This design comes from an exercise in tuning for small area on the open sky130 flow, not from production work.
Power figures rest on the tool's default switching activity, not on a simulated workload.

## run 1
==> flow/design.v <==
module clock_divider (
    input  wire clk,
    input  wire rst_n,
    output wire tick
);
    reg [5:0] counter_reg;
    assign tick = counter_reg[5] & counter_reg[4] & ~counter_reg[3] & counter_reg[0];
    always @(posedge clk or negedge rst_n) begin
        if (!rst_n)
            counter_reg <= 6'd63;
        else if (tick)
            counter_reg <= 6'd0;
        else
            counter_reg <= counter_reg + 6'd1;
    end
endmodule
module debounce_sampler (
    input  wire clk,
    input  wire rst_n,
    output wire sample
);
    reg [2:0] johnson;
    assign sample = johnson[2] & ~johnson[1];
    always @(posedge clk or negedge rst_n) begin
        if (!rst_n)
            johnson <= 3'b000;
        else
            johnson <= {johnson[1:0], ~johnson[2]};
    end
endmodule
module button_debouncer (
    input  wire clk,
    input  wire rst_n,
    input  wire btn_in,
    input  wire sample,
    input  wire tick,
    output reg  btn_evt
);
    reg [1:0] sync_ff;           
    reg debounced_level;
    reg last_debounced_level;
    wire both_hi = sync_ff[1] & sync_ff[0];
    wire both_lo = ~(sync_ff[1] | sync_ff[0]);
    wire press   = sample & both_hi & ~last_debounced_level;
    always @(posedge clk)
        sync_ff <= {sync_ff[0], btn_in};
    always @(posedge clk or negedge rst_n) begin
        if (!rst_n) begin
            debounced_level      <= 1'b0;
            last_debounced_level <= 1'b0;
            btn_evt              <= 1'b0;
        end else begin
            if (sample) begin
                last_debounced_level <= debounced_level;
                if (both_hi)
                    debounced_level <= 1'b1;
                else if (both_lo)
                    debounced_level <= 1'b0;
            end
            btn_evt <= (btn_evt & ~tick) | press;
        end
    end
endmodule
module lfsr (
    input wire clk,
    input wire rst_n,
    input wire tick,
    output wire [7:0] data_out
);
    reg [7:0] lfsr_reg;
    wire feedback_bit;
    assign feedback_bit = lfsr_reg[7] ^ lfsr_reg[5] ^ lfsr_reg[4] ^ lfsr_reg[3];
    always @(posedge clk or negedge rst_n) begin
        if (!rst_n) begin
            lfsr_reg <= 8'hA1;
        end else if (tick) begin
            lfsr_reg <= {feedback_bit, lfsr_reg[7:1]};
        end
    end
    assign data_out = lfsr_reg;
endmodule
module pattern_memory (
    input  wire       clk,
    input  wire       write_en,
    input  wire [5:0] addr,
    input  wire [1:0] data_in,
    output reg  [1:0] rd_data
);
    reg [127:0] ring;
    reg [4:0]   pos;
    wire [3:0] head   = ring[3:0];
    wire       hit    = (pos == addr[5:1]);
    wire       wr_hit = write_en & hit;
    wire [3:0] feed   = {(wr_hit &  addr[0]) ? data_in : head[3:2],
                         (wr_hit & ~addr[0]) ? data_in : head[1:0]};
    always @(posedge clk) begin
        ring <= {feed, ring[127:4]};
        pos  <= pos + 5'd1;
        if (hit)
            rd_data <= addr[0] ? head[3:2] : head[1:0];
    end
endmodule
module game_fsm (
    input  wire       clk,
    input  wire       rst_n,
    input  wire       tick,
    input  wire [3:0] btn_evt,
    input  wire [1:0] lfsr_data,
    output wire       mem_write_en,
    output wire [5:0] mem_addr,
    output wire [1:0] mem_data_in,
    input  wire [1:0] mem_data_out,
    output wire [3:0] game_leds,
    output wire       led_success,
    output wire       led_fail,
    output wire [3:0] score_out
);
    localparam S_IDLE       = 4'd0;
    localparam S_IDLE_F     = 4'd1;
    localparam S_LVL_FIRST  = 4'd2;
    localparam S_LVL_NEXT   = 4'd3;
    localparam S_SHOW_DELAY = 4'd4;
    localparam S_LED_ON     = 4'd5;
    localparam S_LED_OFF    = 4'd6;
    localparam S_WAIT       = 4'd7;
    localparam S_CHECK_OK   = 4'd8;
    localparam S_CHECK_BAD  = 4'd9;
    localparam S_SUCCESS    = 4'd10;
    localparam S_FAIL       = 4'd11;
    localparam S_FAIL_WAIT  = 4'd12;
    reg [3:0] state;
    reg [6:0] timer;             
    reg [5:0] index;             
    reg [5:0] won;
    wire done = timer[6] & timer[5] & timer[4] & timer[1] & timer[0];
    wire last = (index == won) & ~(&won);
    wire any_btn = |btn_evt;
    reg [3:0] colour_leds;
    always @(*) begin
        case (mem_data_out)
            2'b00: colour_leds = 4'b0001;
            2'b01: colour_leds = 4'b0010;
            2'b10: colour_leds = 4'b0100;
            default: colour_leds = 4'b1000;
        endcase
    end
    wire bad = |(btn_evt & ~colour_leds);
    assign game_leds   = (state == S_LED_OFF) ? colour_leds :
                         {4{(state == S_FAIL_WAIT) & timer[3]}};
    assign led_success = (state == S_LVL_NEXT);
    assign led_fail    = (state == S_FAIL_WAIT) | (state == S_IDLE_F);
    assign score_out   = won[3:0];
    assign mem_write_en = (state == S_LVL_FIRST) | (state == S_LVL_NEXT);
    assign mem_addr     = index;
    assign mem_data_in  = lfsr_data;
    always @(posedge clk) begin
        if (tick) begin
            case (state)
                S_SHOW_DELAY, S_LED_OFF, S_FAIL_WAIT: timer <= timer + 7'd1;
                S_FAIL:  timer <= 7'd15;
                default: timer <= 7'd65;
            endcase
            case (state)
                S_IDLE, S_IDLE_F, S_LVL_FIRST, S_LVL_NEXT:
                    index <= 6'd0;
                S_LED_OFF:  if (done) index <= last ? 6'd0 : index + 6'd1;
                S_CHECK_OK: index <= index + 6'd1;
                default: ;
            endcase
        end
    end
    always @(posedge clk or negedge rst_n) begin
        if (!rst_n) begin
            state <= S_IDLE;
            won   <= 6'd0;
        end else if (tick) begin
            case (state)
                S_IDLE, S_IDLE_F:
                    state <= any_btn ? S_LVL_FIRST : S_IDLE;
                S_LVL_FIRST, S_LVL_NEXT:
                    state <= S_SHOW_DELAY;
                S_SHOW_DELAY:
                    if (done) state <= S_LED_ON;
                S_LED_ON:
                    state <= S_LED_OFF;
                S_LED_OFF:
                    if (done) state <= last ? S_WAIT : S_LED_ON;
                S_WAIT:
                    if (any_btn) state <= bad ? S_CHECK_BAD : S_CHECK_OK;
                S_CHECK_OK:
                    state <= last ? S_SUCCESS : S_WAIT;
                S_CHECK_BAD:
                    state <= S_FAIL;
                S_SUCCESS: begin
                    won   <= won + 6'd1;
                    state <= S_LVL_NEXT;
                end
                S_FAIL: begin
                    won   <= 6'd0;
                    state <= S_FAIL_WAIT;
                end
                S_FAIL_WAIT:
                    if (done) state <= S_IDLE_F;
                default:
                    state <= S_IDLE;
            endcase
        end
    end
endmodule
module seven_seg (
    input wire [3:0] num_in,
    output reg [6:0] seg_out
);
    always @(*) begin
        case (num_in)
            4'h0: seg_out = 7'b1000000;  
            4'h1: seg_out = 7'b1111001;  
            4'h2: seg_out = 7'b0100100;  
            4'h3: seg_out = 7'b0110000;  
            4'h4: seg_out = 7'b0011001;  
            4'h5: seg_out = 7'b0010010;  
            4'h6: seg_out = 7'b0000010;  
            4'h7: seg_out = 7'b1111000;  
            4'h8: seg_out = 7'b0000000;  
            4'h9: seg_out = 7'b0010000;  
            4'hA: seg_out = 7'b0001000;  
            4'hB: seg_out = 7'b0000011;  
            4'hC: seg_out = 7'b1000110;  
            4'hD: seg_out = 7'b0100001;  
            4'hE: seg_out = 7'b0000110;  
            4'hF: seg_out = 7'b0001110;  
            default: seg_out = 7'b1111111;
        endcase
    end
endmodule
module simon_top (
    input wire CLOCK_50,
    input wire [0:0] KEY,     
    input wire [3:0] SW,      
    output wire [9:0] LEDR,
    output wire [6:0] HEX0    
);
    wire rst_n = KEY[0];
    wire tick;
    wire sample;
    wire [3:0] btn_evt;
    wire [7:0] lfsr_out;
    wire mem_write_en;
    wire [5:0] mem_addr;
    wire [1:0] mem_data_in;
    wire [1:0] mem_data_out;
    wire [3:0] game_leds_out;
    wire led_success_out;
    wire led_fail_out;
    wire [3:0] score_out_fsm;
    clock_divider fsm_ticker (
        .clk(CLOCK_50),
        .rst_n(rst_n),
        .tick(tick)
    );
    debounce_sampler sampler (
        .clk(CLOCK_50),
        .rst_n(rst_n),
        .sample(sample)
    );
    button_debouncer debouncer_0 (.clk(CLOCK_50), .rst_n(rst_n), .btn_in(SW[0]), .sample(sample), .tick(tick), .btn_evt(btn_evt[0]));
    button_debouncer debouncer_1 (.clk(CLOCK_50), .rst_n(rst_n), .btn_in(SW[1]), .sample(sample), .tick(tick), .btn_evt(btn_evt[1]));
    button_debouncer debouncer_2 (.clk(CLOCK_50), .rst_n(rst_n), .btn_in(SW[2]), .sample(sample), .tick(tick), .btn_evt(btn_evt[2]));
    button_debouncer debouncer_3 (.clk(CLOCK_50), .rst_n(rst_n), .btn_in(SW[3]), .sample(sample), .tick(tick), .btn_evt(btn_evt[3]));
    lfsr lfsr_inst (
        .clk(CLOCK_50),
        .rst_n(rst_n),
        .tick(tick),
        .data_out(lfsr_out)
    );
    pattern_memory mem_inst (
        .clk(CLOCK_50),
        .write_en(mem_write_en),
        .addr(mem_addr),
        .data_in(mem_data_in),
        .rd_data(mem_data_out)
    );
    game_fsm the_game (
        .clk(CLOCK_50),
        .rst_n(rst_n),
        .tick(tick),
        .btn_evt(btn_evt),
        .lfsr_data(lfsr_out[1:0]),
        .mem_write_en(mem_write_en),
        .mem_addr(mem_addr),
        .mem_data_in(mem_data_in),
        .mem_data_out(mem_data_out),
        .game_leds(game_leds_out),
        .led_success(led_success_out),
        .led_fail(led_fail_out),
        .score_out(score_out_fsm)
    );
    seven_seg score_display (
        .num_in(score_out_fsm),
        .seg_out(HEX0)
    );
    assign LEDR[3:0] = game_leds_out;    
    assign LEDR[8]   = led_success_out;  
    assign LEDR[9]   = led_fail_out;     
    assign LEDR[7:4] = 4'b0000;
endmodule
clock: 10.0 ns
lec_check: 0
cap_margin: 20
core_margin: 2
core_utilization: 40
slew_margin: 20
standard.sh (not shown) runs the stock make flow with config.mk's settings and CLKGATE_MAP_FILE= SYNTH_SCRIPT=/design/flow/synth_recipe.tcl, a recipe that flattens the netlist after the stock synthesis.
==> flow/flow/run.sh <==
#!/bin/bash
# The standard layout, with CTS told not to add dummy loads and to use
# small clock buffers. Make's whole output goes to flow_make.log; ORFS keeps
# each step's log under orfs/logs/.
set -euo pipefail
CTS="-sink_clustering_enable -repair_clock_nets -dont_use_dummy_load -sink_clustering_size 20 -sink_clustering_max_diameter 100 -buf_list {sky130_fd_sc_hd__clkbuf_4 sky130_fd_sc_hd__clkbuf_8}"
bash standard.sh "CTS_ARGS=$CTS" finish > flow_make.log 2>&1
Run 1 completed every stage of the flow, and the final layout passed the timing, DRC and antenna checks.
[inputs] run 2 vs run 1
==> flow/flow/run.sh <==
#!/bin/bash
# The standard layout, with CTS told not to add dummy loads and to use
# small clock buffers, and buf_1 as the port buffers. Make's whole output goes
# to flow_make.log; ORFS keeps each step's log under orfs/logs/.
set -euo pipefail
CTS="-sink_clustering_enable -repair_clock_nets -dont_use_dummy_load -sink_clustering_size 30 -sink_clustering_max_diameter 100 -buf_list {sky130_fd_sc_hd__clkbuf_4 sky130_fd_sc_hd__clkbuf_8}"
bash standard.sh "CTS_ARGS=$CTS" "BUFFER_PORTS_ARGS=-buffer_cell sky130_fd_sc_hd__buf_1" finish > flow_make.log 2>&1
==> notes.md <==
Looking at post-detailed-placement cell area across run 2 and run 1, the one that comes out higher is run 1. The clock network power share was comparable across run 2 and run 1. When the final numbers for run 2 and run 1 were put side by side, the area growth from synthesis to final layout turned out to be smaller in run 2. On global-route wire length before repair, run 2 and run 1 are basically level.
No run of this note included a check of the RTL's function; only the layout flow was run.

afterwards: timing with drivers on the ports:
Ports are ideal in the flow. The routed layouts listed here were re-timed in OpenROAD. Step 1: set_driving_cell puts a clkbuf_16 on CLOCK_50 and a buf_2 on each other input, an assumption about the parent block. Step 2, shift: input delay + t, output delay - t, t = (earliest + latest rising clock arrival at the registers) / 2. This alone moves slack from input paths to output paths. Slacks: ideal ports / drivers / drivers and shift; pairs: ideal ports / drivers.
run | t, ns | slack for setup (ns) | hold WS [ns] | worst setup path at the end
run 1 | 0.462 | 5.501 / 5.470 / 5.932 | 0.310 / 0.310 / 0.310 | register to output
run 2 | 0.464 | 5.898 / 5.867 / 6.331 | 0.311 / 0.311 / 0.311 | register to output
After both steps every run listed still meets setup and hold.
